Background: an optimization exercise with open tools, aiming at small area and few clock cycles per item. Do not read the settings as production practice.
Function was checked by simulation only, so behaviour that the tests miss may differ from the original.

==> flow/design.v <==
module	dblcordicpll (
		input	wire			i_clk,
		input	wire			i_reset,
		input	wire			i_ld,
		input	wire	[31:0]		i_step,
		input	wire			i_ce,
		input	wire	signed	[15:0]	i_input,
		input	wire	[4:0]		i_lgcoeff,
		output	wire	[15:0]		o_err,
		output	wire	[31:0]		o_phase,
		output	wire			pd_done
	);
	reg	[31:0]		r_phase, r_step;
	reg	signed	[15:0]	fil_sin, fil_cos;
	reg	[3:0]		lg;
	reg			st_rot, st_f1, st_f2, st_vld, st_vec, st_done, st_post;
	reg	[3:0]		cm;	 
	reg	signed	[23:0]	xv, yv;
	reg	signed	[31:0]	ph;
	wire	idle = !(st_rot || st_f1 || st_f2 || st_vld || st_vec || st_done);
	wire	last_rot = (cm == 4'd8);
	wire	last_vec = (cm == 4'd10);
	wire	[3:0]	lga = lg - 4'd1;	 
	always @(posedge i_clk)
	if (i_reset)
	begin
		st_rot  <= 1'b0;
		st_f1   <= 1'b0;
		st_f2   <= 1'b0;
		st_vld  <= 1'b0;
		st_vec  <= 1'b0;
		st_done <= 1'b0;
		st_post <= 1'b0;
	end else begin
		st_rot  <= i_ce || (st_rot && !last_rot);
		st_f1   <= st_rot && last_rot;
		st_f2   <= st_f1;
		st_vld  <= st_f2;
		st_vec  <= st_vld || (st_vec && !last_vec);
		st_done <= st_vec && last_vec;
		st_post <= st_done;
	end
	always @(posedge i_clk)
	if (i_ce)
		cm <= 4'd1;
	else if (st_f1)
		cm <= { 1'b0, lga[3:1] };
	else if (st_vld)
		cm <= 4'd0;
	else
		cm <= cm + 4'd1;
	always @(posedge i_clk)
	if (i_ce)
		lg <= i_lgcoeff[3:0];
	wire	e23 = yv[23] ? !((&yv) && xv[22]) : ((~|yv) && xv[22]);
	wire	same = st_done && (yv[23] == e23);
	wire	[29:0]	ca = ctab | { 22'd0, same, 2'b00, {3{same}}, {2{st_done}} };
	reg	[29:0]	cb, ctab;
	always @(*)
	case ({ idle, st_rot, cm })
	6'h20, 6'h21, 6'h22, 6'h23, 6'h24, 6'h25, 6'h26, 6'h27, 6'h28, 6'h29,
	6'h2a, 6'h2b, 6'h2c, 6'h2d, 6'h2e, 6'h2f,
	6'h30, 6'h31, 6'h32, 6'h33, 6'h34, 6'h35, 6'h36, 6'h37, 6'h38, 6'h39,
	6'h3a, 6'h3b, 6'h3c, 6'h3d, 6'h3e, 6'h3f: ctab = 30'h12e4051d;
	6'h11: ctab = 30'h09fb385b;
	6'h12: ctab = 30'h028b0d43;
	6'h13: ctab = 30'h00a2f61e;
	6'h14: ctab = 30'h0028be53;
	6'h15: ctab = 30'h000a2f98;
	6'h16: ctab = 30'h00028be6;
	6'h17: ctab = 30'h0000a2f9;
	6'h18: ctab = 30'h000028be;
	6'h01: ctab = 30'h051111d4;
	6'h02: ctab = 30'h0145d7e1;
	6'h03: ctab = 30'h00517c55;
	6'h04: ctab = 30'h00145f2e;
	6'h05: ctab = 30'h000517cc;
	6'h06: ctab = 30'h000145f3;
	6'h07: ctab = 30'h0000517c;
	6'h08: ctab = 30'h0000145f;
	6'h09: ctab = 30'h00000517;
	6'h0a: ctab = 30'h00000145;
		default: ctab = 30'h0;
	endcase
	always @(*)
	case ({ st_rot, cm })
	5'h11: cb = 30'h051111d4;
	5'h12: cb = 30'h0145d7e1;
	5'h13: cb = 30'h00517c55;
	5'h14: cb = 30'h00145f2e;
	5'h15: cb = 30'h000517cc;
	5'h16: cb = 30'h000145f3;
	5'h17: cb = 30'h0000517c;
	5'h18: cb = 30'h0000145f;
	5'h00: cb = 30'h09fb385b;
	5'h01: cb = 30'h028b0d43;
	5'h02: cb = 30'h00a2f61e;
	5'h03: cb = 30'h0028be53;
	5'h04: cb = 30'h000a2f98;
	5'h05: cb = 30'h00028be6;
	5'h06: cb = 30'h0000a2f9;
	5'h07: cb = 30'h000028be;
	5'h08: cb = 30'h00000a2f;
	5'h09: cb = 30'h0000028b;
	5'h0a: cb = 30'h000000a2;
	5'h0b: cb = 30'h0000004e;
	default: cb = 30'h0;
	endcase
	wire	[31:0]	nco = ~r_phase;
	wire	[2:0]	q = nco[31:29];
	wire	[31:0]	rp = { {2{nco[29]}}, nco[29:0] };
	wire		re = !nco[29];	 
	wire	[1:0]	vq = { fil_cos[15], fil_sin[15] };
	wire	signed [15:0]	nsrc = idle ? i_input : (vq == 2'b10) ? fil_cos : fil_sin;
	wire	signed [17:0]	nval = -{ {2{nsrc[15]}}, nsrc };
	wire	signed [23:0]	n4 = { nval, 6'd0 };
	wire	signed [23:0]	n2 = { nval[17], nval, 5'd0 };
	wire	signed [23:0]	p4 = { {2{i_input[15]}}, i_input, 6'd0 };
	wire	signed [23:0]	p2 = { {3{i_input[15]}}, i_input, 5'd0 };
	wire	signed [23:0]	fx = { {2{fil_cos[15]}}, fil_cos, 6'd0 };
	wire	signed [23:0]	fy = { {2{fil_sin[15]}}, fil_sin, 6'd0 };
	reg	signed [23:0]	lx, ly;
	always @(*)
	if (idle)
		case (q)
		3'b001, 3'b010: begin lx = n4; ly = re ? n2 : p2; end
		3'b011, 3'b100: begin lx = re ? p2 : n2; ly = n4; end
		3'b101, 3'b110: begin lx = p4; ly = re ? p2 : n2; end
		default:        begin lx = re ? n2 : p2; ly = p4; end
		endcase
	else
		case (vq)
		2'b10:   begin lx = fy; ly = n4; end
		2'b11:   begin lx = n4; ly = fx; end
		default: begin lx = fx; ly = fy; end
		endcase
	reg	[2:0]	vp;
	always @(*)
	case (vq)
	2'b01: vp = 3'h7;
	2'b10: vp = 3'h3;
	2'b11: vp = 3'h5;
	default: vp = 3'h1;
	endcase
	wire	[4:0]	sa = { cm, 1'b0 };
	wire		lshift = st_done || st_post;
	wire	[4:0]	sb = { lshift ? lga[3:1] : cm, 1'b1 };
	wire		ea = idle ? re : st_rot ? !ph[31] : yv[23];
	wire	signed [23:0]	xsfa = xv >>> sa;
	wire	signed [23:0]	ysfa = yv >>> sa;
	wire	[23:0]	xsa = { xsfa[23:4], st_rot ? 4'd0 : xsfa[3:0] };
	wire	[23:0]	ysa = { ysfa[23:4], st_rot ? 4'd0 : ysfa[3:0] };
	wire	[23:0]	xa, ya;
	wire	[31:0]	pa;
	bkadd #(.W(24)) axa (.a(xv), .b(ysa ^ {24{ea}}),  .ci(ea),  .s(xa));
	bkadd #(.W(24)) aya (.a(yv), .b(xsa ^ {24{!ea}}), .ci(!ea), .s(ya));
	bkadd #(.W(32)) apa (.a(idle ? rp : ph), .b({ 2'b00, ca } ^ {32{ea}}), .ci(ea), .s(pa));
	wire		eb = st_rot ? !pa[31] : ya[23];
	wire	[31:0]	pfs;
	wire	signed [23:0]	xsfb = $signed(lshift ? pfs[31:8] : xa) >>> sb;
	wire	signed [23:0]	ysfb = $signed(lshift ? pfs[23:0] : ya) >>> sb;
	wire	[23:0]	xsb = { xsfb[23:4], st_rot ? 4'd0 : xsfb[3:0] };
	wire	[23:0]	ysb = { ysfb[23:4], st_rot ? 4'd0 : ysfb[3:0] };
	wire	[23:0]	xb, yb;
	wire	[31:0]	pb;
	bkadd #(.W(24)) axb (.a(xa), .b(ysb ^ {24{eb}}),  .ci(eb),  .s(xb));
	bkadd #(.W(24)) ayb (.a(ya), .b(xsb ^ {24{!eb}}), .ci(!eb), .s(yb));
	bkadd #(.W(32)) apb (.a(pa), .b({ 2'b00, cb } ^ {32{eb}}), .ci(eb), .s(pb));
	wire	[15:0]	tr_cos, tr_sin;
	filt1 fc (.v(xv), .f(fil_cos), .t(tr_cos));
	filt1 fs (.v(yv), .f(fil_sin), .t(tr_sin));
	wire	[15:0]	nfil_cos, nfil_sin;
	rcadd #(.W(16)) afc (.a(fil_cos), .b(xsfa[23:8]), .ci(1'b0), .s(nfil_cos));
	rcadd #(.W(16)) afs (.a(fil_sin), .b(ysfa[23:8]), .ci(1'b0), .s(nfil_sin));
	always @(posedge i_clk)
	if (i_reset)
	begin
		fil_cos <= 16'd0;
		fil_sin <= 16'd0;
	end else if (st_f2)
	begin
		fil_cos <= nfil_cos;
		fil_sin <= nfil_sin;
	end
	wire	signed [31:0]	pfin = st_post ? ph : pa;
	assign	pfs = lg[0] ? pfin : (pfin >>> 1);
	wire	signed [31:0]	pcorr = { xsfb, ysfb[7:0] };
	always @(posedge i_clk)
	if (i_ce || st_vld)
	begin
		xv <= lx;
		yv <= ly;
	end else if (st_f1)
	begin
		xv <= lga[0] ? { tr_cos[15], tr_cos, 7'd0 } : { tr_cos, 8'd0 };
		yv <= lga[0] ? { tr_sin[15], tr_sin, 7'd0 } : { tr_sin, 8'd0 };
	end else begin
		xv <= xb;
		yv <= yb;
	end
	always @(posedge i_clk)
	if (i_ce)
		ph <= pa;
	else if (st_vld)
		ph <= { vp, 29'd0 };
	else if (st_done)
		ph <= pcorr >>> 2;
	else
		ph <= pb;
	wire		lsub = st_done || st_post;
	wire	[31:0]	la = st_post ? r_step : r_phase;
	wire	[31:0]	lb = lsub ? ~pcorr : r_step;
	wire	[31:0]	lsum;
	bkadd #(.W(32)) aloop (.a(la), .b(lb), .ci(lsub), .s(lsum));
	always @(posedge i_clk)
	if (i_reset)
		r_phase <= 32'd0;
	else if (st_done || st_f1)
		r_phase <= lsum;
	always @(posedge i_clk)
	if (i_reset)
		r_step <= 32'd0;
	else if (i_ld)
		r_step <= i_step;
	else if (st_post)
		r_step <= lsum;
	assign	pd_done = st_done;
	assign	o_err   = pa[31:16];
	assign	o_phase = r_phase;
endmodule
module	bkadd #(parameter W = 24) (
		input	wire	[W-1:0]	a, b,
		input	wire		ci,
		output	wire	[W-1:0]	s
	);
	localparam N = W + 1;			 
	localparam L = (N > 32) ? 6 : (N > 16) ? 5 : (N > 8) ? 4 : (N > 4) ? 3 : (N > 2) ? 2 : 1;
	wire [N-1:0] g [0:2*L];
	wire [N-1:0] p [0:2*L];
	assign g[0] = { a & b, ci };
	assign p[0] = { a ^ b, 1'b0 };
	genvar i, j;
	generate
	for (i = 0; i < L; i = i + 1) begin : UP
		for (j = 0; j < N; j = j + 1) begin : N_
			if ((j % (2 << i)) == (2 << i) - 1) begin : OP
				assign g[i+1][j] = g[i][j] | (p[i][j] & g[i][j - (1 << i)]);
				assign p[i+1][j] = p[i][j] & p[i][j - (1 << i)];
			end else begin : PASS
				assign g[i+1][j] = g[i][j];
				assign p[i+1][j] = p[i][j];
			end
		end
	end
	for (i = L - 2; i >= 0; i = i - 1) begin : DN
		for (j = 0; j < N; j = j + 1) begin : N_
			if ((j >= (3 << i) - 1) && ((j - ((3 << i) - 1)) % (2 << i) == 0)) begin : OP
				assign g[2*L-1-i][j] = g[2*L-2-i][j] | (p[2*L-2-i][j] & g[2*L-2-i][j - (1 << i)]);
				assign p[2*L-1-i][j] = p[2*L-2-i][j] & p[2*L-2-i][j - (1 << i)];
			end else begin : PASS
				assign g[2*L-1-i][j] = g[2*L-2-i][j];
				assign p[2*L-1-i][j] = p[2*L-2-i][j];
			end
		end
	end
	endgenerate
	assign s = p[0][N-1:1] ^ g[2*L-1][N-2:0];
endmodule
module	filt1 (
		input	wire	[23:0]	v,
		input	wire	[15:0]	f,
		output	wire	[15:0]	t
	);
	wire		c = v[6] & (v[7] | v[5] | v[4]);
	wire	[15:0]	pm, d;
	rcadd #(.W(16)) ar (.a(v[22:7]), .b(16'd0), .ci(c), .s(pm));
	rcadd #(.W(16)) ad (.a(pm), .b(~f), .ci(1'b1), .s(d));
	rcadd #(.W(16)) at (.a(d), .b({ d[15], d[15:1] }), .ci(1'b0), .s(t));
endmodule
module rcadd #(parameter W = 16) (input [W-1:0] a, b, input ci, output [W-1:0] s, output co);
	wire [W:0] c; assign c[0] = ci;
	genvar i;
	generate for (i = 0; i < W; i = i + 1) begin : BIT
		assign s[i] = a[i] ^ b[i] ^ c[i];
		assign c[i+1] = (a[i] & b[i]) | (c[i] & (a[i] ^ b[i]));
	end endgenerate
	assign co = c[W];
endmodule
==> flow/run.sh <==
#!/bin/bash
# synth_recipe.tcl (not shown) runs the flow's synth.tcl, then flattens the netlist and writes it again
# the make line also repeats each setting of config.mk as NAME=value (left out here)
make -C /OpenROAD-flow-scripts/flow DESIGN_CONFIG=/design/flow/config.mk WORK_HOME=/design/flow/orfs CLKGATE_MAP_FILE= SYNTH_SCRIPT=/design/flow/synth_recipe.tcl finish
==> flow/config.mk <==
export PLATFORM = sky130hd
export DESIGN_NAME = dblcordicpll
export DESIGN_NICKNAME = dblcordicpll
export VERILOG_FILES = /design/flow/design.v
export SDC_FILE = /design/flow/constraint.sdc
export NUM_CORES = 4
export LEC_CHECK = 0
export ABC_AREA = 1
export CAP_MARGIN = 20
export CORE_MARGIN = 2
export CORE_UTILIZATION = 40
export PLACE_DENSITY = 0.6
export SLEW_MARGIN = 20
==> flow/constraint.sdc <==
create_clock -name core_clock -period 10.0 [get_ports {i_clk}]
set_input_delay 2.0000 -clock core_clock [delete_from_list [all_inputs] [get_ports {i_clk}]]
set_output_delay 2.0000 -clock core_clock [all_outputs]
set_load 0.01 [all_outputs]
==> impl_results.md, run 1 <==
- Crit. End Element: flop
- Required time of the critical path: 10.36 ns
- Multi-input logic area: 21500 um^2
- Commonest non-fill, non-tap cells in the layout: 933 x sky130_fd_sc_hd__nand2_1, 551 x sky130_fd_sc_hd__o21ai_0, 500 x sky130_fd_sc_hd__inv_1
- Clock insertion delay at the later pin of the skew report: 0.52 ns
- Final-layout worst hold slack: 0.474 ns
- Max_cap viols: 0
- Largest net degree at the start of global routing: 79
- CTS hold repair buffers: 0
- Transition time at the pin with the least slew margin: 1.19 ns
- Kind of start point of the critical path: flop
- Number of buffers created by CTS: 17
- Number of warning messages in the yosys log: 3
- Number of vias after detailed routing: 29900
- Result of the run: timing/DRC/antenna clean
- Count of flip-flops with a built-in enable after synthesis: 4
- Accumulated negative setup slack: 0 ns
- Register clock-pin slew on the reported worst setup and hold paths: 0.08 ns
- Post-DP HPWL: 95.6 mm
- Initial core utilization: 40.4%
- Clock tree from TritonCTS: done
- Routability Congestion: 1.08
- CP dominant cell by count: sky130_fd_sc_hd__nand2_1
- Netlist Area Pre-Place: 28200 um^2
- Final Max Slew Viols: 0
- Post-Synthesis Cells: 4251
- Number of DRC markers after the initial detailed-route iteration: 3367
- Overall fraction of global-route tracks in use: 32.7%
- Final Hold Vio Count: 0
- Achievable frequency: 0.108 GHz
- Count of boundary I/O pins: 106
- Clk sink count: 191
- Endpoint with the worst hold slack: st_done
- Remaining max-slew budget at the tightest pin: 19.9%
- Hold-critical path depth: 2
- Share of flip-flops with an asynchronous set or reset after synthesis: 0%
- Final worst path period need: 9.28 ns
- Nets@finish: 4710
- Placed cell count: 5171
- Main synth FF type: sky130_fd_sc_hd__dfxtp_1
- Mean Syn Cell Area: 6.64 um^2
- Length of the first detailed-routing pass in iterations: 8
- Die span in x: 270 um
- Slowest-stage cell, CP: sky130_fd_sc_hd__o21ai_0
- Via count of the first global-routing pass: 27900
- Post-detailed-routing wire length: 120 mm
- Full die area: 72700 um^2
- Sequential standard cell area: 3870 um^2
- Number of vias per cell after detailed routing: 5.74
- Leftover overflow at the end of global routing: 0
- Standard cell core area: 69900 um^2
- Final cycle utilization of the critical path: 92.8%
- Number of standard-cell rows in the floorplan: 97
- Drt drc: 0
- Path class of the lowest-slack min-delay path: flop to flop
- Die span in y: 270 um
- Number of filler cells placed in the layout: 7504
- Setup slack of the worst register-to-register path: 0.72 ns
- Worst R2R End: yv[14]
- Largest fanout on the critical path: 29
- Initial antenna violation count: 5
- Wire length of the first global-routing pass: 180 mm
- Startpoint-to-endpoint class of the critical path: flop to flop
- Hold Path Origin: st_vec
- WL per Instance: 23.1 um
- Launch point of the worst reg-to-reg path: cm[1]
- Proportion of synthesized chip area in sequential cells: 13.7%
- Number of synthesized register bits: 191
- CP peak stage delay: 0.51 ns
- Crit path from: cm[1]
- Layout overhead on the synthesized area: 9.94%
- Count of input and output buffers: 104
- H-tree depth: 4
- Cell chosen for the clock root: sky130_fd_sc_hd__clkbuf_16
- Maximum buffer depth of the clock tree: 2
- Data arrival time of the worst path: 9.64 ns
- Most common library cell in the layout ignoring fill and taps: sky130_fd_sc_hd__nand2_1
- Routed Antenna Nets: 0
- Worst-case reg-to-reg path depth: 52
- Final Non-Filler Cells: 5208
- Share of layout cells above drive strength 1: 7.01%
- Mapped Nets: 4709
- Clock skew: 0.0182 ns
- Setup-violating endpoint count in the final report: 0
- Unrepaired setup endpoints after global routing: no
- Count of distinct cell types in the synthesized netlist: 68
[metrics by stage]
step	worst slack [ns]	area, um^2	utilization [%]
finish	0.720	31000	44.4
global route	0.0231	31000	44.4
CTS	0.273	31000	44.3
detailed placement	0.332	30400	43.4
global placement	0.309	30400	43.4
floorplan	1.63	28200	-
[worst max-delay path by stage]
stage	endpoint	slack, ns
after detailed placement	r_step[30]	0.33
after CTS	r_step[30]	0.27
after global placement	r_step[30]	0.31
final	yv[14]	0.72
after floorplan	r_step[30]	1.63
after global routing	r_step[30]	0.02
[worst max-delay path: cells and delay by family (launching register included)]
family                   cells  cell delay (ns)
AO/OA/AOI/OAI               18             3.34
XOR/XNOR                     2             0.53
adder cells (fa/ha/maj)      5             1.56
buffers and inverters        9             0.94
flip-flops                   1             0.34
AND/OR/NAND/NOR             18             2.43
[logic make-up (layout without fill, tap and decap cells)]
group                    count (synthesis)  in the layout  synth area share, %
other                                    0              3                    0
buffers and inverters                  756            770                 10.4
adder cells (fa/ha/maj)                401            401                 22.4
XOR/XNOR                               222            222                 6.89
AND/OR/NAND/NOR                       1500           1500                 22.4
flip-flops                             191            191                 13.7
multiplexers                            11             11                0.390
AO/OA/AOI/OAI                         1170           1170                 23.9
[layout make-up]
class / instances / area share, %
multi-input cells: 3304 / 69.4
flip-flops and latches: 191 / 12.5
inverters: 524 / 6.35
repair buffers: 214 / 6.03
well taps: 940 / 3.79
clock buffers: 19 / 1.46
clock inverters: 13 / 0.516
diodes: 3 / 0.0242
[metal layers]
metal / global-route usage, % / vias to the layer above / share of wire, %
met3: 8.12 / 176 / 11
met4: 10.4 / 0 / 3.2
met1: 46.2 / 14200 / 44
met5: 0 / - / 0
met2: 48.6 / 1389 / 42
li1: - / 14200 / -
[cells in the mapped netlist (24+ instances only)]
master                     instances  area share, %
sky130_fd_sc_hd__nand2_1         935             12
sky130_fd_sc_hd__o21ai_0         567             10
sky130_fd_sc_hd__inv_1           503            6.7
sky130_fd_sc_hd__nor2_1          271            3.6
sky130_fd_sc_hd__a21oi_1         234            4.1
sky130_fd_sc_hd__ha_1            227             10
sky130_fd_sc_hd__dfxtp_1         187             13
sky130_fd_sc_hd__clkbuf_1        177            2.4
sky130_fd_sc_hd__fa_1            174             12
sky130_fd_sc_hd__xor2_1          161            5.0
sky130_fd_sc_hd__nand3_1         128            2.3
sky130_fd_sc_hd__a31oi_1          62            1.4
sky130_fd_sc_hd__xnor2_1          61            1.9
sky130_fd_sc_hd__o211ai_1         55            1.5
sky130_fd_sc_hd__o22ai_1          55            1.2
sky130_fd_sc_hd__nand2_2          40           0.89
sky130_fd_sc_hd__nand4_1          37           0.82
sky130_fd_sc_hd__o221ai_1         33            1.0
sky130_fd_sc_hd__buf_1            24           0.32
sky130_fd_sc_hd__o21a_1           24           0.64
[state kept, by name (all words and copies together), names as in the netlist]
signal,count
yv,24
fil_cos,16
st_vld,1
xv,24
lg,4
r_phase,32
st_rot,1
st_post,1
st_f2,1
cm,4
fil_sin,16
st_f1,1
st_done,1
ph,32
r_step,32
st_vec,1
[repair_timing]
| action | in CTS | in global routing |
|---|---|---|
| resized for setup | 0 | 32 |
| hold endpoints to repair | 0 | 0 |
| setup buffers | 0 | 1 |
| endpoints found under the setup margin | 0 | 36 |
Testbench counts, summed over its fixed seeds: cycles 92,160, items 3,840.
==> inputs of run 2 (changes only) <==
--- a/flow/design.v
+++ b/flow/design.v
@@ -13,11 +13,12 @@
 	reg	[31:0]		r_phase, r_step;
 	reg	signed	[15:0]	fil_sin, fil_cos;
 	reg	[3:0]		lg;
-	reg			st_rot, st_f1, st_f2, st_vld, st_vec, st_done, st_post;
+	reg			st_rot, st_f1, st_vld, st_vec, st_done, st_post;
 	reg	[3:0]		cm;	 
+	wire	[15:0]		nfil_cos, nfil_sin;	 
 	reg	signed	[23:0]	xv, yv;
 	reg	signed	[31:0]	ph;
-	wire	idle = !(st_rot || st_f1 || st_f2 || st_vld || st_vec || st_done);
+	wire	idle = !(st_rot || st_f1 || st_vld || st_vec || st_done);
 	wire	last_rot = (cm == 4'd8);
 	wire	last_vec = (cm == 4'd10);
 	wire	[3:0]	lga = lg - 4'd1;	 
@@ -26,7 +27,6 @@
 	begin
 		st_rot  <= 1'b0;
 		st_f1   <= 1'b0;
-		st_f2   <= 1'b0;
 		st_vld  <= 1'b0;
 		st_vec  <= 1'b0;
 		st_done <= 1'b0;
@@ -34,8 +34,7 @@
 	end else begin
 		st_rot  <= i_ce || (st_rot && !last_rot);
 		st_f1   <= st_rot && last_rot;
-		st_f2   <= st_f1;
-		st_vld  <= st_f2;
+		st_vld  <= st_f1;
 		st_vec  <= st_vld || (st_vec && !last_vec);
 		st_done <= st_vec && last_vec;
 		st_post <= st_done;
@@ -110,15 +109,15 @@
 	wire	[2:0]	q = nco[31:29];
 	wire	[31:0]	rp = { {2{nco[29]}}, nco[29:0] };
 	wire		re = !nco[29];	 
-	wire	[1:0]	vq = { fil_cos[15], fil_sin[15] };
-	wire	signed [15:0]	nsrc = idle ? i_input : (vq == 2'b10) ? fil_cos : fil_sin;
+	wire	[1:0]	vq = { nfil_cos[15], nfil_sin[15] };
+	wire	signed [15:0]	nsrc = idle ? i_input : (vq == 2'b10) ? nfil_cos : nfil_sin;
 	wire	signed [17:0]	nval = -{ {2{nsrc[15]}}, nsrc };
 	wire	signed [23:0]	n4 = { nval, 6'd0 };
 	wire	signed [23:0]	n2 = { nval[17], nval, 5'd0 };
 	wire	signed [23:0]	p4 = { {2{i_input[15]}}, i_input, 6'd0 };
 	wire	signed [23:0]	p2 = { {3{i_input[15]}}, i_input, 5'd0 };
-	wire	signed [23:0]	fx = { {2{fil_cos[15]}}, fil_cos, 6'd0 };
-	wire	signed [23:0]	fy = { {2{fil_sin[15]}}, fil_sin, 6'd0 };
+	wire	signed [23:0]	fx = { {2{nfil_cos[15]}}, nfil_cos, 6'd0 };
+	wire	signed [23:0]	fy = { {2{nfil_sin[15]}}, nfil_sin, 6'd0 };
 	reg	signed [23:0]	lx, ly;
 	always @(*)
 	if (idle)
@@ -169,15 +168,14 @@
 	wire	[15:0]	tr_cos, tr_sin;
 	filt1 fc (.v(xv), .f(fil_cos), .t(tr_cos));
 	filt1 fs (.v(yv), .f(fil_sin), .t(tr_sin));
-	wire	[15:0]	nfil_cos, nfil_sin;
-	rcadd #(.W(16)) afc (.a(fil_cos), .b(xsfa[23:8]), .ci(1'b0), .s(nfil_cos));
-	rcadd #(.W(16)) afs (.a(fil_sin), .b(ysfa[23:8]), .ci(1'b0), .s(nfil_sin));
+	bkadd #(.W(16)) afc (.a(fil_cos), .b(xsfa[23:8]), .ci(1'b0), .s(nfil_cos));
+	bkadd #(.W(16)) afs (.a(fil_sin), .b(ysfa[23:8]), .ci(1'b0), .s(nfil_sin));
 	always @(posedge i_clk)
 	if (i_reset)
 	begin
 		fil_cos <= 16'd0;
 		fil_sin <= 16'd0;
-	end else if (st_f2)
+	end else if (st_vld)
 	begin
 		fil_cos <= nfil_cos;
 		fil_sin <= nfil_sin;
--- a/flow/config.mk
+++ b/flow/config.mk
@@ -9,5 +9,7 @@
 export CAP_MARGIN = 20
 export CORE_MARGIN = 2
 export CORE_UTILIZATION = 40
+export GPL_TIMING_DRIVEN = 0
 export PLACE_DENSITY = 0.6
+export SETUP_SLACK_MARGIN = 0.3
 export SLEW_MARGIN = 20
==> run 2 against run 1 <==
- worst setup slack got worse by 0.24 ns
- critical path depth decreased by 6
- first-iteration DRC count up 24%
- synthesized cell count grew 2.3%
- count of clock-buffer cells in the layout decreased by 2
- final area grew 4.7%
- critical endpoint is now xv[7]
==> impl_results.md, run 2 <==
- Number of DRC markers after the initial detailed-route iteration: 4162
- Result of the run: timing/DRC/antenna clean
- Met3 wire length: 20.5 mm
- Netlist Area Pre-Place: 28600 um^2
- Initial antenna violation count: 11
- Post-detailed-routing wire length: 159 mm
- Transition time at the pin with the least slew margin: 1.33 ns
- Die span in y: 272 um
- Most area-consuming cells after synthesis: sky130_fd_sc_hd__nand2_1 13%, sky130_fd_sc_hd__dfxtp_1 13%, sky130_fd_sc_hd__fa_1 11%
- Number of vias per cell after detailed routing: 6.08
- Overall fraction of global-route tracks in use: 42.1%
- Largest registers: ph x32, r_phase x32, r_step x32
- Setup-violating endpoint count in the final report: 0
- Count of distinct cell types in the synthesized netlist: 70
- Required time of the critical path: 10.26 ns
- Count of flip-flops with a built-in enable after synthesis: 4
- Number of filler cells placed in the layout: 7708
- Leading area contributor after synthesis: sky130_fd_sc_hd__nand2_1
- Maximum buffer depth of the clock tree: 2
- Leftover overflow at the end of global routing: 0
- Routability Congestion: 1.04
- H-tree depth: 4
- Wire length of the first global-routing pass: 222 mm
- Cell chosen for the clock root: sky130_fd_sc_hd__clkbuf_16
- Full die area: 73800 um^2
- Number of warning messages in the yosys log: 4
- Count of boundary I/O pins: 106
- Initial core utilization: 40.2%
- Post-Place Worst Slack: -3.13 ns
- Post-DP HPWL: 132 mm
- Topmost layer with routed signal wires: met5
- Placed cell area: 30900 um^2
- CP peak stage delay: 0.52 ns
- CTS hold repair buffers: 0
- Kind of start point of the critical path: flop
- Mapped Nets: 4821
- Largest net degree at the start of global routing: 25
- Final-layout worst hold slack: 0.484 ns
- Final worst path period need: 9.52 ns
- Layout Cell Area excl Fill: 32500 um^2
- Register clock-pin slew on the reported worst setup and hold paths: 0.10 ns
- Proportion of synthesized chip area in sequential cells: 13.4%
- Max_cap viols: 0
- WL per Instance: 29.1 um
- Die span in x: 272 um
- Most common cell in the netlist: sky130_fd_sc_hd__nand2_1
- Commonest non-fill, non-tap cells in the layout: 1016 x sky130_fd_sc_hd__nand2_1, 484 x sky130_fd_sc_hd__inv_1, 479 x sky130_fd_sc_hd__o21ai_0
- Crit. End Element: flop
- Most common library cell in the layout ignoring fill and taps: sky130_fd_sc_hd__nand2_1
- Via count of the first global-routing pass: 30600
- Number of synthesized register bits: 190
- Main synth FF type: sky130_fd_sc_hd__dfxtp_1
- Drt drc: 0
- Largest fanout on the critical path: 14
- Remaining max-slew budget at the tightest pin: 11.1%
- Number of vias after detailed routing: 33200
- Routed Antenna Nets: 0
- Share of layout cells above drive strength 1: 7.94%
- Post-Synthesis Cells: 4349
- Hold-critical path depth: 2
- Final Hold Vio Count: 0
- Data arrival time of the worst path: 9.78 ns
- Wire length on met1: 65.5 mm
- Achievable frequency: 0.105 GHz
- Layout overhead on the synthesized area: 13.5%
- Length of the first detailed-routing pass in iterations: 7
- Unrepaired setup endpoints after global routing: no
- Final Max Slew Viols: 0
- Accumulated negative setup slack: 0 ns
- Commonest cells in the netlist: 1023 x sky130_fd_sc_hd__nand2_1, 562 x sky130_fd_sc_hd__o21ai_0, 486 x sky130_fd_sc_hd__inv_1
- Final cycle utilization of the critical path: 95.2%
- Share of Yosys cell area claimed by the top area cell type: 13.4%
- Met2 wire len: 63.6 mm
- Path class of the lowest-slack min-delay path: flop to flop
- Clock insertion delay at the later pin of the skew report: 0.55 ns
- Nets@finish: 4965
- Count of input and output buffers: 103
- Mean Syn Cell Area: 6.59 um^2
- Number of standard-cell rows in the floorplan: 98
- Worst-case reg-to-reg path depth: 46
- Slowest-stage cell, CP: sky130_fd_sc_hd__o221ai_1
- Startpoint-to-endpoint class of the critical path: flop to flop
- Clk sink count: 190
- Clock tree from TritonCTS: done
- Minimum setup slack in the final design: 0.478 ns
- Standard cell core area: 71200 um^2
- Number of buffers created by CTS: 17
- Share of flip-flops with an asynchronous set or reset after synthesis: 0%
- Clock skew: 0.0312 ns
[run 2: timing repair]
action,4_1_cts,5_1_grt
buffers inserted,4,14
endpoints found under the hold margin,0,0
setup endpoints to repair,145,69
gates resized for setup,141,157
pin swaps,9,19
[run 2: cell type report]
type                    instances  area [um^2]  area share, %
diodes                          3         7.51         0.0231
clock inverters                15          228          0.701
repair buffers                126         1210           3.72
well taps                     950         1190           3.66
flip-flops and latches        190         3850           11.8
plain buffers                 224         1050           3.23
multi-input cells            3417        22600           69.5
clock buffers                  17          425           1.31
inverters                     517         1960           6.02
[run 2: critical path: cells and delay by family, from the launching register on]
kind,cells,cell delay [ns]
adder cells (fa/ha/maj),5,1.82
AND/OR/NAND/NOR,17,1.88
flip-flops,1,0.43
XOR/XNOR,2,0.54
buffers and inverters,11,1.34
AO/OA/AOI/OAI,11,3.16
[run 2: per-stage QoR]
stage | utilization [%] | cells
2_1_floorplan | - | 4349
3_3_place_gp | 43.3 | 5402
3_5_place_dp | 43.4 | 5406
4_1_cts | 44.8 | 5441
5_1_grt | 45.6 | 5456
6_report | 45.6 | 5459
[run 2: path summary, 6_finish.rpt]
path,end,startpoint,slack [ns]
worst max-delay path,xv[7],cm[1],0.48
worst min-delay path,st_vec,st_vec,0.48
worst max register to register,xv[7],cm[1],0.48
worst min register to register,st_vec,st_vec,0.48
[run 2: cell families after synthesis]
kind of cell,count (synthesis),synth area share [%]
AOI/OAI and AO/OA,1150,23.3
muxes,9,0.315
DFF,190,13.4
and+or+nand+nor,1605,23.3
adders and majority gates,416,22.4
xor gates and xnor gates,237,7.25
buffers and inverters,742,10.0
[run 2: metal layers]
metal | up-vias | GRT usage (%)
met1 | 15800 | 57.3
met3 | 448 | 13.2
li1 | 14800 | -
met5 | - | 0
met2 | 2123 | 60.5
met4 | 10 | 19.4
Testbench counts of run 2, summed over its fixed seeds: cycles 88,320, items 3,840.
==> inputs of run 3 (changes only) <==
--- a/flow/config.mk
+++ b/flow/config.mk
@@ -9,7 +9,5 @@
 export CAP_MARGIN = 20
 export CORE_MARGIN = 2
 export CORE_UTILIZATION = 40
-export GPL_TIMING_DRIVEN = 0
 export PLACE_DENSITY = 0.6
-export SETUP_SLACK_MARGIN = 0.3
 export SLEW_MARGIN = 20
==> run 3 against run 2 <==
- die area did not move
- hold slack improved by 0.0038 ns
- global-route usage shrank 9.9 points
- still clean
- critical path depth is 6 higher
- final cell count fell by 2.3%
- area after synthesis did not move
- flip-flop and latch count did not move
- worst setup slack improved by 0.090 ns
- highest routed layer unchanged
==> impl_results.md, run 3 <==
- Result of the run: timing/DRC/antenna clean
- Setup bufs post-CTS: 0
- Number of DRC markers after the initial detailed-route iteration: 3849
- Full die area: 73800 um^2
- Clock skew: 0.0270 ns
- Critical path buffer and inverter count: 10
- Post-Synthesis Cells: 4349
- Parity-gate share of the synthesized area counting xor and xnor cells: 7.25%
- Share of Yosys cell area claimed by the top area cell type: 13.4%
- Leading area contributor after synthesis: sky130_fd_sc_hd__nand2_1
- Path class of the lowest-slack min-delay path: flop to flop
- Die span in x: 272 um
- Commonest non-fill, non-tap cells in the layout: 1023 x sky130_fd_sc_hd__nand2_1, 558 x sky130_fd_sc_hd__o21ai_0, 483 x sky130_fd_sc_hd__inv_1
- Final Hold Vio Count: 0
- Maximum buffer depth of the clock tree: 2
- Clock tree from TritonCTS: done
- Most common cell in the netlist: sky130_fd_sc_hd__nand2_1
- Post-DP HPWL: 95.6 mm
- Netlist Area Pre-Place: 28600 um^2
- Fraction of the mapped netlist area in adder cells: 22.4%
- Largest family of logic cells by synthesized area: simple AND/OR/NAND/NOR gates
- Length of the first detailed-routing pass in iterations: 9
- Count of cells resized by post-cts repair: 0
- CP dominant cell by count: sky130_fd_sc_hd__nand2_1
- Overall fraction of global-route tracks in use: 32.2%
- Kind of start point of the critical path: flop
- Achievable frequency: 0.106 GHz
- Startpoint-to-endpoint class of the critical path: flop to flop
- Count of flip-flops with a built-in enable after synthesis: 4
- Largest net degree at the start of global routing: 72
- Most area-consuming cells after synthesis: sky130_fd_sc_hd__nand2_1 13%, sky130_fd_sc_hd__dfxtp_1 13%, sky130_fd_sc_hd__fa_1 11%
- Max_cap viols: 0
- Number of standard-cell rows in the floorplan: 98
- Number of vias per cell after detailed routing: 5.79
- Number of warning messages in the yosys log: 4
- Crit. End Element: flop
- Post-synthesis compound-gate area fraction: 23.3%
- Worst path top cell family by delay: compound AO/OA/AOI/OAI gates
- Mapped Nets: 4821
- WL per Instance: 22.6 um
- Number of buffers created by CTS: 17
- Register clock-pin slew on the reported worst setup and hold paths: 0.08 ns
- Multiplexer share of the synthesized area: 0.315%
- Slowest-stage cell, CP: sky130_fd_sc_hd__dfxtp_1
- Cell chosen for the clock root: sky130_fd_sc_hd__clkbuf_16
- Required time of the critical path: 10.40 ns
- Clk sink count: 190
- Setup-violating endpoint count in the final report: 0
- Post-synthesis simple-gate area fraction: 23.3%
- CP peak stage delay: 0.54 ns
- Layout overhead on the synthesized area: 10.5%
- Wire length of the first global-routing pass: 180 mm
- Routed Antenna Nets: 0
- Transition time at the pin with the least slew margin: 1.23 ns
- Clock insertion delay at the later pin of the skew report: 0.54 ns
- Largest registers: ph x32, r_phase x32, r_step x32
- Count of distinct cell types in the synthesized netlist: 70
- Nets@finish: 4843
- Via count of the first global-routing pass: 28300
- Initial core utilization: 40.2%
- Final Max Slew Viols: 0
- Initial antenna violation count: 4
- Fin util: 44.4%
- CTS hold repair buffers: 0
- Remaining max-slew budget at the tightest pin: 17.9%
- Share of layout cells above drive strength 1: 6.82%
- Setup slack of the worst register-to-register path: 0.57 ns
- Final cycle utilization of the critical path: 94.3%
- Post-detailed-routing wire length: 120 mm
- Standard cell core area: 71200 um^2
- Main synth FF type: sky130_fd_sc_hd__dfxtp_1
- Data arrival time of the worst path: 9.84 ns
- Placed cell area: 30900 um^2
- Unrepaired setup endpoints after global routing: no
- Largest fanout on the critical path: 6
- H-tree depth: 4
- Accumulated negative setup slack: 0 ns
- Drt drc: 0
- Count of input and output buffers: 104
- Leftover overflow at the end of global routing: 0
- Proportion of synthesized chip area in sequential cells: 13.4%
- Routability Congestion: 1.05
- Count of boundary I/O pins: 106
- Die span in y: 272 um
- Layout Cell Area excl Fill: 31700 um^2
- Most common library cell in the layout ignoring fill and taps: sky130_fd_sc_hd__nand2_1
- Number of synthesized register bits: 190
- Number of vias after detailed routing: 30900
- Mean Syn Cell Area: 6.59 um^2
- Final worst path period need: 9.43 ns
- Commonest cells in the netlist: 1023 x sky130_fd_sc_hd__nand2_1, 562 x sky130_fd_sc_hd__o21ai_0, 486 x sky130_fd_sc_hd__inv_1
- Share of flip-flops with an asynchronous set or reset after synthesis: 0%
run 3: worst register-to-register path: cells and delay by family, from the launching register on:
| family | cells | cell delay, ns |
|---|---|---|
| flip-flops | 1 | 0.54 |
| buffers and inverters | 10 | 1.26 |
| adder cells (fa/ha/maj) | 4 | 1.32 |
| XOR/XNOR | 3 | 0.66 |
| AO/OA/AOI/OAI | 17 | 3.43 |
| AND/OR/NAND/NOR | 18 | 2.11 |
run 3: per-stage QoR:
stage | setup WS, ns | std cells | hold slack [ns]
2_1_floorplan | 1.59 | 4349 | 0.451
3_3_place_gp | 0.433 | 5300 | 0.461
3_5_place_dp | 0.377 | 5300 | 0.474
4_1_cts | 0.349 | 5332 | 0.486
5_1_grt | 0.00223 | 5335 | 0.502
6_report | 0.568 | 5335 | 0.488
run 3: per-layer routing:
metal  part of all wire [%]  track usage (%)  vias to the layer above
li1                       -                -                    14500
met1                     43             44.5                    14600
met2                     42             48.4                     1540
met3                     11             7.52                      239
met4                    4.0             12.5                        4
met5                  0.022                0                        -
run 3: cell families after synthesis:
kind of cell | Yosys count
fa+ha+maj | 416
buf+inv | 742
mux | 9
xor+xnor | 237
simple gates | 1605
compound gates | 1150
flops | 190
run 3: worst paths after layout:
kind | start | end | cells after the start
max | yv[8] | yv[14] | 52
min | st_vec | st_vec | 2
max reg2reg | yv[8] | yv[14] | 52
min reg2reg | st_vec | st_vec | 2
run 3: final cells by class:
| class | instances | area (um^2) |
|---|---|---|
| fill | 7464 | 39600 |
| multi-input combinational | 3417 | 22000 |
| sequential | 190 | 3850 |
| timing repair buffer | 228 | 2000 |
| inverter | 517 | 1960 |
| tap | 950 | 1190 |
| clock buffer | 17 | 425 |
| clock inverter | 15 | 209 |
| antenna | 1 | 2.50 |
==> inputs of run 4 (changes only) <==
--- a/flow/design.v
+++ b/flow/design.v
@@ -16,6 +16,7 @@
 	reg			st_rot, st_f1, st_vld, st_vec, st_done, st_post;
 	reg	[3:0]		cm;	 
 	wire	[15:0]		nfil_cos, nfil_sin;	 
+	wire	signed [31:0]	pcorr;			 
 	reg	signed	[23:0]	xv, yv;
 	reg	signed	[31:0]	ph;
 	wire	idle = !(st_rot || st_f1 || st_vld || st_vec || st_done);
@@ -164,7 +165,10 @@
 	wire	[31:0]	pb;
 	bkadd #(.W(24)) axb (.a(xa), .b(ysb ^ {24{eb}}),  .ci(eb),  .s(xb));
 	bkadd #(.W(24)) ayb (.a(ya), .b(xsb ^ {24{!eb}}), .ci(!eb), .s(yb));
-	bkadd #(.W(32)) apb (.a(pa), .b({ 2'b00, cb } ^ {32{eb}}), .ci(eb), .s(pb));
+	wire		lsub = st_done || st_post;
+	wire	[31:0]	pba = (st_f1 || st_done) ? r_phase : st_post ? r_step : pa;
+	wire	[31:0]	pbb = st_f1 ? r_step : lsub ? ~pcorr : ({ 2'b00, cb } ^ {32{eb}});
+	bkadd #(.W(32)) apb (.a(pba), .b(pbb), .ci(lsub || (eb && !st_f1)), .s(pb));
 	wire	[15:0]	tr_cos, tr_sin;
 	filt1 fc (.v(xv), .f(fil_cos), .t(tr_cos));
 	filt1 fs (.v(yv), .f(fil_sin), .t(tr_sin));
@@ -182,7 +186,7 @@
 	end
 	wire	signed [31:0]	pfin = st_post ? ph : pa;
 	assign	pfs = lg[0] ? pfin : (pfin >>> 1);
-	wire	signed [31:0]	pcorr = { xsfb, ysfb[7:0] };
+	assign	pcorr = { xsfb, ysfb[7:0] };
 	always @(posedge i_clk)
 	if (i_ce || st_vld)
 	begin
@@ -205,23 +209,18 @@
 		ph <= pcorr >>> 2;
 	else
 		ph <= pb;
-	wire		lsub = st_done || st_post;
-	wire	[31:0]	la = st_post ? r_step : r_phase;
-	wire	[31:0]	lb = lsub ? ~pcorr : r_step;
-	wire	[31:0]	lsum;
-	bkadd #(.W(32)) aloop (.a(la), .b(lb), .ci(lsub), .s(lsum));
 	always @(posedge i_clk)
 	if (i_reset)
 		r_phase <= 32'd0;
 	else if (st_done || st_f1)
-		r_phase <= lsum;
+		r_phase <= pb;
 	always @(posedge i_clk)
 	if (i_reset)
 		r_step <= 32'd0;
 	else if (i_ld)
 		r_step <= i_step;
 	else if (st_post)
-		r_step <= lsum;
+		r_step <= pb;
 	assign	pd_done = st_done;
 	assign	o_err   = pa[31:16];
 	assign	o_phase = r_phase;
==> run 4 against run 3 <==
- largest cell class unchanged
- synthesized cell count is 2.9% lower
- critical path depth is 10 higher
- area after synthesis fell by 3.5%
- maximum frequency fell by 0.16%
- highest routed layer is now met4
==> impl_results.md, run 4 <==
- Result of the run: timing/DRC/antenna clean
- Fin util: 46.8%
- Max_cap viols: 0
- Transition time at the pin with the least slew margin: 1.30 ns
- Most common cell in the netlist: sky130_fd_sc_hd__nand2_1
- Full die area: 71200 um^2
- CP dominant cell by count: sky130_fd_sc_hd__nand2_1
- Routability Congestion: 1.03
- Proportion of synthesized chip area in sequential cells: 13.9%
- Number of buffers created by CTS: 17
- Minimum setup slack in the final design: 0.553 ns
- Initial antenna violation count: 1
- Critical path buffer and inverter count: 8
- WL per Instance: 23.3 um
- Mean Syn Cell Area: 6.54 um^2
- Worst path top cell family by delay: compound AO/OA/AOI/OAI gates
- Path class of the lowest-slack min-delay path: flop to flop
- Final cycle utilization of the critical path: 94.5%
- CP peak stage delay: 0.42 ns
- Post-Synthesis Cells: 4225
- Clk sink count: 190
- Clock skew: 0.0354 ns
- Maximum buffer depth of the clock tree: 2
- Via count of the first global-routing pass: 28600
- Launch point of the worst reg-to-reg path: yv[20]
- Drt drc: 0
- Leading area contributor after synthesis: sky130_fd_sc_hd__dfxtp_1
- Data arrival time of the worst path: 9.90 ns
- Count of boundary I/O pins: 106
- Number of warning messages in the yosys log: 4
- Final Max Slew Viols: 0
- Leftover overflow at the end of global routing: 0
- Setup slack of the worst register-to-register path: 0.55 ns
- Standard cell core area: 68500 um^2
- Post-DP HPWL: 99.8 mm
- Final worst path period need: 9.45 ns
- Startpoint-to-endpoint class of the critical path: flop to flop
- Length of the first detailed-routing pass in iterations: 6
- Cell chosen for the clock root: sky130_fd_sc_hd__clkbuf_16
- Final Hold Vio Count: 0
- Initial core utilization: 40.4%
- Clock insertion delay at the later pin of the skew report: 0.54 ns
- Multi-input logic area: 21200 um^2
- Post-Place Worst Slack: -0.393 ns
- Die span in x: 267 um
- Largest registers: ph x32, r_phase x32, r_step x32
- Overall fraction of global-route tracks in use: 34.8%
- Kind of start point of the critical path: flop
- Commonest non-fill, non-tap cells in the layout: 912 x sky130_fd_sc_hd__nand2_1, 555 x sky130_fd_sc_hd__o21ai_0, 453 x sky130_fd_sc_hd__inv_1
- Number of vias after detailed routing: 30900
- Mapped Nets: 4653
- Number of DRC markers after the initial detailed-route iteration: 3524
- Accumulated negative setup slack: 0 ns
- Post-detailed-routing wire length: 124 mm
- Netlist Area Pre-Place: 27600 um^2
- Number of filler cells placed in the layout: 7219
- Worst R2R End: ph[30]
- Hold Path Origin: st_vec
- Remaining max-slew budget at the tightest pin: 12.5%
- Most common library cell in the layout ignoring fill and taps: sky130_fd_sc_hd__nand2_1
- Share of flip-flops with an asynchronous set or reset after synthesis: 0%
- Largest net degree at the start of global routing: 74
- Share of Yosys cell area claimed by the top area cell type: 13.5%
- Nets@finish: 4852
- Number of synthesized register bits: 190
- Count of flip-flops with a built-in enable after synthesis: 4
- Largest fanout on the critical path: 5
- Slowest-stage cell, CP: sky130_fd_sc_hd__dfxtp_2
- Count of input and output buffers: 104
- Achievable frequency: 0.106 GHz
- Sequential standard cell area: 3850 um^2
- Share of layout cells above drive strength 1: 11.5%
- Setup-violating endpoint count in the final report: 0
- Endpoint with the worst hold slack: st_vec
- Main synth FF type: sky130_fd_sc_hd__dfxtp_1
- H-tree depth: 4
- Hold-critical path depth: 2
- Number of standard-cell rows in the floorplan: 96
- Clock tree from TritonCTS: done
- Crit. End Element: flop
- Wire length of the first global-routing pass: 185 mm
- Layout overhead on the synthesized area: 16.0%
- Final Non-Filler Cells: 5320
- Unrepaired setup endpoints after global routing: no
- Most area-consuming cells after synthesis: sky130_fd_sc_hd__dfxtp_1 13%, sky130_fd_sc_hd__nand2_1 12%, sky130_fd_sc_hd__o21ai_0 11%
- Worst-case reg-to-reg path depth: 62
- Number of vias per cell after detailed routing: 5.80
- Register clock-pin slew on the reported worst setup and hold paths: 0.10 ns
- Required time of the critical path: 10.45 ns
- Routed Antenna Nets: 0
- Placed cell count: 5282
- Die span in y: 267 um
- Crit path from: yv[20]
- Count of distinct cell types in the synthesized netlist: 62
- Commonest cells in the netlist: 913 x sky130_fd_sc_hd__nand2_1, 581 x sky130_fd_sc_hd__o21ai_0, 458 x sky130_fd_sc_hd__inv_1
==> run 4: layer usage <==
layer | vias up | part of all wire, % | track usage (%)
met5 | - | 0 | 0
met4 | 0 | 3.3 | 11.4
met3 | 189 | 8.6 | 6.02
met2 | 1356 | 43 | 53.1
met1 | 14700 | 45 | 49.3
li1 | 14600 | - | -
==> run 4: cell families after synthesis <==
logic type / synth area share (%)
simple gates: 22.2
mux: 0.362
fa+ha+maj: 20.7
buf+inv: 10.1
flops: 13.9
compound gates: 26.0
xor+xnor: 6.75
==> run 4: area by class of cell <==
type | instances | area share, %
multi-input cells | 3317 | 66.1
well taps | 882 | 3.44
clock buffers | 18 | 1.34
inverters | 476 | 5.58
clock inverters | 14 | 0.620
repair buffers | 422 | 10.9
diodes | 1 | 0.00780
flip-flops and latches | 190 | 12.0
==> run 4: repair_timing <==
item | in CTS | in global routing
pin swaps | 0 | 17
hold buffers | 0 | 0
gates resized for setup | 6 | 56
setup endpoints to repair | 7 | 30
setup buffers | 0 | 5
==> run 4: how the worst max path moves through the flow <==
stage | end | slack [ns] | cells past startpoint
final | ph[30] | 0.55 | 62
after global routing | ph[30] | 0.002 | 68
after CTS | ph[30] | 0.005 | 60
after detailed placement | ph[30] | -0.39 | 61
after global placement | ph[30] | -0.39 | 63
after floorplan | ph[30] | 1.17 | 66
==> run 4: tightest hold or removal path, delay by kind of cell (launching register included) <==
kind	cells	cell delay [ns]
AO/OA/AOI/OAI	2	0.13
flip-flops	1	0.32
==> run 4: metrics by stage <==
step	area [um^2]	hold WS, ns
after global placement	31200	0.466
final	32100	0.492
after global routing	32100	0.517
after floorplan	27600	0.451
after detailed placement	31200	0.471
after CTS	31900	0.487
Testbench counts of run 4, summed over its fixed seeds: cycles 88,320, items 3,840.
==> inputs of run 5 (changes only) <==
--- a/flow/design.v
+++ b/flow/design.v
@@ -152,8 +152,10 @@
 	wire	[23:0]	ysa = { ysfa[23:4], st_rot ? 4'd0 : ysfa[3:0] };
 	wire	[23:0]	xa, ya;
 	wire	[31:0]	pa;
-	bkadd #(.W(24)) axa (.a(xv), .b(ysa ^ {24{ea}}),  .ci(ea),  .s(xa));
-	bkadd #(.W(24)) aya (.a(yv), .b(xsa ^ {24{!ea}}), .ci(!ea), .s(ya));
+	wire		eax = !st_vld && ea;
+	wire		eay = st_vld || ea;
+	bkadd #(.W(24)) axa (.a(st_vld ? { fil_sin, 8'd0 } : xv), .b(ysa ^ {24{eax}}),  .ci(eax),  .s(xa));
+	bkadd #(.W(24)) aya (.a(st_vld ? { fil_cos, 8'd0 } : yv), .b(xsa ^ {24{!eay}}), .ci(!eay), .s(ya));
 	bkadd #(.W(32)) apa (.a(idle ? rp : ph), .b({ 2'b00, ca } ^ {32{ea}}), .ci(ea), .s(pa));
 	wire		eb = st_rot ? !pa[31] : ya[23];
 	wire	[31:0]	pfs;
@@ -172,8 +174,8 @@
 	wire	[15:0]	tr_cos, tr_sin;
 	filt1 fc (.v(xv), .f(fil_cos), .t(tr_cos));
 	filt1 fs (.v(yv), .f(fil_sin), .t(tr_sin));
-	bkadd #(.W(16)) afc (.a(fil_cos), .b(xsfa[23:8]), .ci(1'b0), .s(nfil_cos));
-	bkadd #(.W(16)) afs (.a(fil_sin), .b(ysfa[23:8]), .ci(1'b0), .s(nfil_sin));
+	assign	nfil_cos = ya[23:8];
+	assign	nfil_sin = xa[23:8];
 	always @(posedge i_clk)
 	if (i_reset)
 	begin
==> run 5 against run 4 <==
- count of clock-buffer cells in the layout stayed put
- maximum frequency is 1.2% lower
- still clean
- core utilization is 0.25 points lower
- wire length grew 0.54%
- non-clock buffer count fell by 24
- flip-flop and latch count stayed put
- die area is 1.4% lower
- hold slack got worse by 0.013 ns
- register-to-register slack got worse by 0.12 ns
==> impl_results.md, run 5 <==
- Critical path buffer and inverter count: 13
- Parity-gate share of the synthesized area counting xor and xnor cells: 6.14%
- Share of flip-flops with an asynchronous set or reset after synthesis: 0%
- Share of layout cells above drive strength 1: 11.2%
- Achievable frequency: 0.105 GHz
- Multiplexer share of the synthesized area: 0.220%
- Register clock-pin slew on the reported worst setup and hold paths: 0.10 ns
- Commonest non-fill, non-tap cells in the layout: 899 x sky130_fd_sc_hd__nand2_1, 586 x sky130_fd_sc_hd__o21ai_0, 508 x sky130_fd_sc_hd__inv_1
- WL per Instance: 23.5 um
- Worst setup path endpoint: ph[30]
- Worst path top cell family by delay: compound AO/OA/AOI/OAI gates
- Kind of start point of the critical path: flop
- Drt drc: 0
- Clock skew: 0.0216 ns
- Final worst path period need: 9.56 ns
- Largest registers: ph x32, r_phase x32, r_step x32
- Routed Antenna Nets: 0
- Proportion of synthesized chip area in sequential cells: 14.1%
- Length of the first detailed-routing pass in iterations: 6
- Worst R2R End: ph[30]
- Post-synthesis compound-gate area fraction: 27.1%
- Cell chosen for the clock root: sky130_fd_sc_hd__clkbuf_16
- Number of buffers created by CTS: 17
- Launch point of the worst reg-to-reg path: cm[0]
- Initial antenna violation count: 5
- Data arrival time of the worst path: 10.02 ns
- Maximum buffer depth of the clock tree: 2
- Most common cell in the netlist: sky130_fd_sc_hd__nand2_1
- Final Hold Vio Count: 0
- Count of flip-flops with a built-in enable after synthesis: 4
- Most common library cell in the layout ignoring fill and taps: sky130_fd_sc_hd__nand2_1
- Fraction of the mapped netlist area in adder cells: 18.6%
- Max_cap viols: 0
- Count of input and output buffers: 104
- Setup slack of the worst register-to-register path: 0.44 ns
- Leftover overflow at the end of global routing: 0
- Startpoint-to-endpoint class of the critical path: flop to flop
- Wire length of the first global-routing pass: 185 mm
- Clock tree from TritonCTS: done
- Full die area: 70200 um^2
- Mean Syn Cell Area: 6.40 um^2
- Fin util: 46.6%
- Die span in x: 265 um
- Number of vias per cell after detailed routing: 5.81
- Post-DP HPWL: 100 mm
- Count of boundary I/O pins: 106
- Via count of the first global-routing pass: 28600
- Netlist Area Pre-Place: 27300 um^2
- Number of warning messages in the yosys log: 3
- H-tree depth: 4
- Final Non-Filler Cells: 5313
- Mapped Nets: 4643
- Share of Yosys cell area claimed by the top area cell type: 13.7%
- Largest family of logic cells by synthesized area: compound AO/OA/AOI/OAI gates
- Path class of the lowest-slack min-delay path: flop to flop
- Number of synthesized register bits: 190
- Number of standard-cell rows in the floorplan: 95
- CP peak stage delay: 0.40 ns
- Commonest cells in the netlist: 900 x sky130_fd_sc_hd__nand2_1, 610 x sky130_fd_sc_hd__o21ai_0, 513 x sky130_fd_sc_hd__inv_1
- Die span in y: 265 um
- Count of distinct cell types in the synthesized netlist: 67
- Placed cell count: 5272
- Required time of the critical path: 10.45 ns
- Post-synthesis simple-gate area fraction: 22.7%
- Clk sink count: 190
- Slowest-stage cell, CP: sky130_fd_sc_hd__fa_1
- Crit path from: cm[0]
- Final Max Slew Viols: 0
- Most area-consuming cells after synthesis: sky130_fd_sc_hd__dfxtp_1 14%, sky130_fd_sc_hd__nand2_1 12%, sky130_fd_sc_hd__o21ai_0 11%
- Main synth FF type: sky130_fd_sc_hd__dfxtp_1
- Setup-violating endpoint count in the final report: 0
- Remaining max-slew budget at the tightest pin: 25.6%
- Largest fanout on the critical path: 64
- Post-detailed-routing wire length: 125 mm
- Number of filler cells placed in the layout: 7200
- Final cycle utilization of the critical path: 95.6%
- Number of DRC markers after the initial detailed-route iteration: 3129
- Layout overhead on the synthesized area: 15.0%
- Number of vias after detailed routing: 30900
- Worst-case reg-to-reg path depth: 58
- Final-layout worst hold slack: 0.479 ns
- Result of the run: timing/DRC/antenna clean
- Nets@finish: 4808
- Standard cell core area: 67300 um^2
- Routability Congestion: 1.04
- Leading area contributor after synthesis: sky130_fd_sc_hd__dfxtp_1
- Overall fraction of global-route tracks in use: 35.1%
- Instance count on the critical path: 58
- Initial core utilization: 40.5%
- Transition time at the pin with the least slew margin: 1.11 ns
- CTS hold repair buffers: 0
- Post-Synthesis Cells: 4259
- Crit. End Element: flop
- Clock insertion delay at the later pin of the skew report: 0.53 ns
- Largest net degree at the start of global routing: 81
[run 5: cell types whose count changed after synthesis, moves of 15 or more]
| cell | before | now |
|---|---|---|
| sky130_fd_sc_hd__nand3_1 | 127 | 105 |
| sky130_fd_sc_hd__inv_1 | 458 | 513 |
| sky130_fd_sc_hd__o21ai_0 | 581 | 610 |
| sky130_fd_sc_hd__xor2_1 | 167 | 152 |
| sky130_fd_sc_hd__a21oi_1 | 310 | 278 |
| sky130_fd_sc_hd__ha_1 | 226 | 196 |
| sky130_fd_sc_hd__clkbuf_1 | 172 | 201 |
| sky130_fd_sc_hd__nor2_1 | 285 | 306 |
[run 5: worst reg2reg max path, delay by kind of cell, from the launching register on]
kind	cells	cell delay [ns]
compound gates	24	3.65
buf+inv	13	1.89
simple gates	15	1.93
fa+ha+maj	4	1.22
xor+xnor	2	0.45
flops	1	0.34
[run 5: cell families (layout without fill, tap and decap cells)]
logic type,after synthesis,after routing
adder cells (fa/ha/maj),327,327
AO/OA/AOI/OAI,1284,1284
AND/OR/NAND/NOR,1473,1473
buffers and inverters,788,966
flip-flops,190,190
other,0,3
multiplexers,6,6
XOR/XNOR,191,191
[run 5: through the flow]
stage          worst slack (ns)  cell area [um^2]  TNS [ns]
4_1_cts                0.000612             31200         0
3_5_place_dp             -0.126             30600    -0.126
5_1_grt                  -0.114             31300    -0.153
6_report                  0.438             31300         0
3_3_place_gp             -0.117             30600    -0.117
2_1_floorplan              1.12             27300         0
[run 5: repair_timing]
action,CTS,global route
pin swaps,0,10
setup buffers,0,6
setup endpoints to repair,3,38
gates resized for setup,4,45
[run 5: metal layers]
layer / global-route usage, % / routed length, um
met5: 0 / 25
met2: 55.5 / 55200
met1: 47.9 / 53300
met3: 5.59 / 11100
met4: 13.6 / 5090
[run 5: worst min-delay path by stage]
stage | from | end | slack, ns | cells past startpoint
after floorplan | st_vec | st_vec | 0.45 | 2
after global placement | st_vec | st_vec | 0.46 | 2
after detailed placement | st_vec | st_vec | 0.47 | 2
after CTS | st_vec | st_vec | 0.48 | 2
after global routing | r_step[26] | r_step[26] | 0.53 | 2
final | st_vec | st_vec | 0.48 | 2
[run 5: area by class of cell]
type	instances	area [um^2]	share of cell area [%]
Inverter	536	2020	6.44
Sequential cell	190	3850	12.3
Tap cell	873	1090	3.49
Clock buffer	18	429	1.37
Timing Repair Buffer	398	3260	10.4
Multi-Input combinational cell	3281	20500	65.5
Antenna cell	3	7.51	0.0240
Clock inverter	14	143	0.455
Testbench counts of run 5, summed over its fixed seeds: cycles 88,320, items 3,840.
==> inputs of run 6 (changes only) <==
--- a/flow/design.v
+++ b/flow/design.v
@@ -15,6 +15,7 @@
 	reg	[3:0]		lg;
 	reg			st_rot, st_f1, st_vld, st_vec, st_done, st_post;
 	reg	[3:0]		cm;	 
+	reg	[3:0]		cmy;	 
 	wire	[15:0]		nfil_cos, nfil_sin;	 
 	wire	signed [31:0]	pcorr;			 
 	reg	signed	[23:0]	xv, yv;
@@ -49,6 +50,15 @@
 		cm <= 4'd0;
 	else
 		cm <= cm + 4'd1;
+	always @(posedge i_clk)
+	if (i_ce)
+		cmy <= 4'd1;
+	else if (st_f1)
+		cmy <= { 1'b0, lga[3:1] };
+	else if (st_vld)
+		cmy <= 4'd0;
+	else
+		cmy <= cmy + 4'd1;
 	always @(posedge i_clk)
 	if (i_ce)
 		lg <= i_lgcoeff[3:0];
@@ -147,7 +157,7 @@
 	wire	[4:0]	sb = { lshift ? lga[3:1] : cm, 1'b1 };
 	wire		ea = idle ? re : st_rot ? !ph[31] : yv[23];
 	wire	signed [23:0]	xsfa = xv >>> sa;
-	wire	signed [23:0]	ysfa = yv >>> sa;
+	wire	signed [23:0]	ysfa = yv >>> { cmy, 1'b0 };
 	wire	[23:0]	xsa = { xsfa[23:4], st_rot ? 4'd0 : xsfa[3:0] };
 	wire	[23:0]	ysa = { ysfa[23:4], st_rot ? 4'd0 : ysfa[3:0] };
 	wire	[23:0]	xa, ya;
==> run 6 against run 5 <==
- clock skew up 0.013 ns
- critical endpoint unchanged
- critical path type unchanged
- worst setup slack better by 0.18 ns
- die area increased by 0.94%
- synthesized cell count is 0.21% higher
- final cell count down 1.4%
==> impl_results.md, run 6 <==
- Met3 wire length: 11.6 mm
- Number of vias per cell after detailed routing: 5.83
- Post-DP HPWL: 97.6 mm
- Die span in x: 266 um
- Register clock-pin slew on the reported worst setup and hold paths: 0.11 ns
- Share of layout cells above drive strength 1: 9.48%
- Cell chosen for the clock root: sky130_fd_sc_hd__clkbuf_16
- Slowest-stage cell, CP: sky130_fd_sc_hd__fa_1
- Number of vias after detailed routing: 30500
- Data arrival time of the worst path: 9.85 ns
- Worst path top cell family by delay: compound AO/OA/AOI/OAI gates
- Final worst path period need: 9.38 ns
- Main synth FF type: sky130_fd_sc_hd__dfxtp_1
- Clock insertion delay at the later pin of the skew report: 0.53 ns
- Setup-violating endpoint count in the final report: 0
- CP peak stage delay: 0.49 ns
- Proportion of synthesized chip area in sequential cells: 14.3%
- WL per Instance: 23.5 um
- Startpoint-to-endpoint class of the critical path: flop to flop
- Final Hold Vio Count: 0
- CP dominant cell by count: sky130_fd_sc_hd__o21ai_0
- Routed Antenna Nets: 0
- Overall fraction of global-route tracks in use: 34.2%
- Full die area: 70900 um^2
- Number of filler cells placed in the layout: 7242
- Clock skew: 0.0349 ns
- Count of flip-flops with a built-in enable after synthesis: 4
- Crit. End Element: flop
- Max_cap viols: 0
- Kind of start point of the critical path: flop
- Wire length of the first global-routing pass: 182 mm
- Netlist Area Pre-Place: 27500 um^2
- Count of boundary I/O pins: 106
- Post-detailed-routing wire length: 123 mm
- Routability Congestion: 1.06
- Remaining max-slew budget at the tightest pin: 22.8%
- Path class of the lowest-slack min-delay path: flop to flop
- Placed cell area: 30200 um^2
- Nets@finish: 4731
- Number of DRC markers after the initial detailed-route iteration: 3479
- Most common cell in the netlist: sky130_fd_sc_hd__nand2_1
- Leading area contributor after synthesis: sky130_fd_sc_hd__dfxtp_1
- Via count of the first global-routing pass: 29000
- Final cycle utilization of the critical path: 93.8%
- Count of input and output buffers: 104
- Number of warning messages in the yosys log: 3
- Initial core utilization: 40.3%
- Commonest cells in the netlist: 907 x sky130_fd_sc_hd__nand2_1, 597 x sky130_fd_sc_hd__o21ai_0, 508 x sky130_fd_sc_hd__inv_1
- Most common library cell in the layout ignoring fill and taps: sky130_fd_sc_hd__nand2_1
- Largest net degree at the start of global routing: 141
- Leftover overflow at the end of global routing: 0
- Topmost layer with routed signal wires: met5
- Die span in y: 266 um
- Number of synthesized register bits: 194
- H-tree depth: 4
- Length of the first detailed-routing pass in iterations: 6
- Achievable frequency: 0.107 GHz
- Largest fanout on the critical path: 5
- Final Max Slew Viols: 0
- Number of buffers created by CTS: 17
- Critical path buffer and inverter count: 12
- Wire length on met1: 51.2 mm
- Commonest non-fill, non-tap cells in the layout: 905 x sky130_fd_sc_hd__nand2_1, 582 x sky130_fd_sc_hd__o21ai_0, 503 x sky130_fd_sc_hd__inv_1
- Post-Synthesis Cells: 4268
- Required time of the critical path: 10.47 ns
- Layout Cell Area excl Fill: 31000 um^2
- Share of flip-flops with an asynchronous set or reset after synthesis: 0%
- Result of the run: timing/DRC/antenna clean
- Final-layout worst hold slack: 0.486 ns
==> run 6: cell families (layout without fill, tap and decap cells) <==
group,Yosys count,in the layout,synth area share (%)
simple gates,1472,1472,22.6
mux,9,9,0.327
flops,194,194,14.3
xor+xnor,194,194,6.18
buf+inv,781,870,11.0
other cells,0,1,0
compound gates,1288,1288,27.1
fa+ha+maj,330,330,18.6
==> run 6: per-layer routing <==
| layer | vias up | track usage [%] |
|---|---|---|
| li1 | 14400 | - |
| met1 | 14300 | 44.3 |
| met2 | 1480 | 52.9 |
| met3 | 305 | 7.91 |
| met4 | 6 | 18.0 |
| met5 | - | 0 |
==> run 6: path summary, 6_finish.rpt <==
check / startpoint / to / slack, ns / cells past startpoint
worst max register to register: cm[1] / ph[30] / 0.62 / 54
worst min-delay path: st_vec / st_vec / 0.49 / 2
worst max-delay path: cm[1] / ph[30] / 0.62 / 54
worst min register to register: st_vec / st_vec / 0.49 / 2
==> run 6: area by class of cell <==
cell class | count | area (um^2) | share of cell area [%]
diodes | 1 | 2.50 | 0.00808
clock buffers | 19 | 443 | 1.43
clock inverters | 13 | 163 | 0.525
inverters | 536 | 2030 | 6.55
multi-input cells | 3293 | 20700 | 66.9
flip-flops and latches | 194 | 3930 | 12.7
well taps | 882 | 1100 | 3.56
repair buffers | 302 | 2560 | 8.28
==> run 6: worst min-delay path, delay by kind of cell, from the launching register on <==
kind,cells,cell delay [ns]
compound gates,2,0.13
flops,1,0.31
==> run 6: per-stage QoR <==
step / instances / utilization [%] / TNS, ns / setup slack, ns
after global placement: 5203 / 44.2 / 0 / 0.126
after floorplan: 4268 / - / 0 / 1.31
final: 5240 / 45.3 / 0 / 0.617
after detailed placement: 5203 / 44.2 / 0 / 0.117
after CTS: 5235 / 45.1 / 0 / 0.0301
after global routing: 5240 / 45.3 / -0.0243 / -0.0243
==> run 6: timing repair <==
action,in CTS,in global routing
gates resized for setup,0,47
hold buffers,0,0
buffers inserted,0,4
endpoints found under the hold margin,0,0
setup endpoints to repair,0,38
Testbench counts of run 6, summed over its fixed seeds: cycles 88,320, items 3,840.

## port drivers added, routing unchanged
The results above use ideal ports. As a check the final layouts listed here were re-extracted and re-timed, cells and wires unchanged. Step 1 (the two cells are an assumption about what drives the block):
set clk [get_ports {i_clk}]
set_driving_cell -lib_cell sky130_fd_sc_hd__clkbuf_16 $clk
set_driving_cell -lib_cell sky130_fd_sc_hd__buf_2 [delete_from_list [all_inputs] $clk]
Step 2 also shifts input and output timing later by t, the mid clock arrival at the registers, as if the neighbouring blocks saw the same clock. Three values: no drivers, after step 1, after step 2; two values: the first two.
| run | t, ns | setup WS [ns] | pins driven straight from the clock port |
|---|---|---|---|
| run 1 | 0.567 | 0.720 / 0.720 / 0.720 | 1 |
| run 2 | 0.605 | 0.478 / 0.478 / 0.478 | 1 |
| run 3 | 0.589 | 0.568 / 0.568 / 0.568 | 1 |
| run 4 | 0.583 | 0.553 / 0.553 / 0.553 | 1 |
| run 5 | 0.584 | 0.438 / 0.438 / 0.438 | 1 |
| run 6 | 0.576 | 0.617 / 0.617 / 0.617 | 1 |
After both steps every run listed still meets setup and hold.
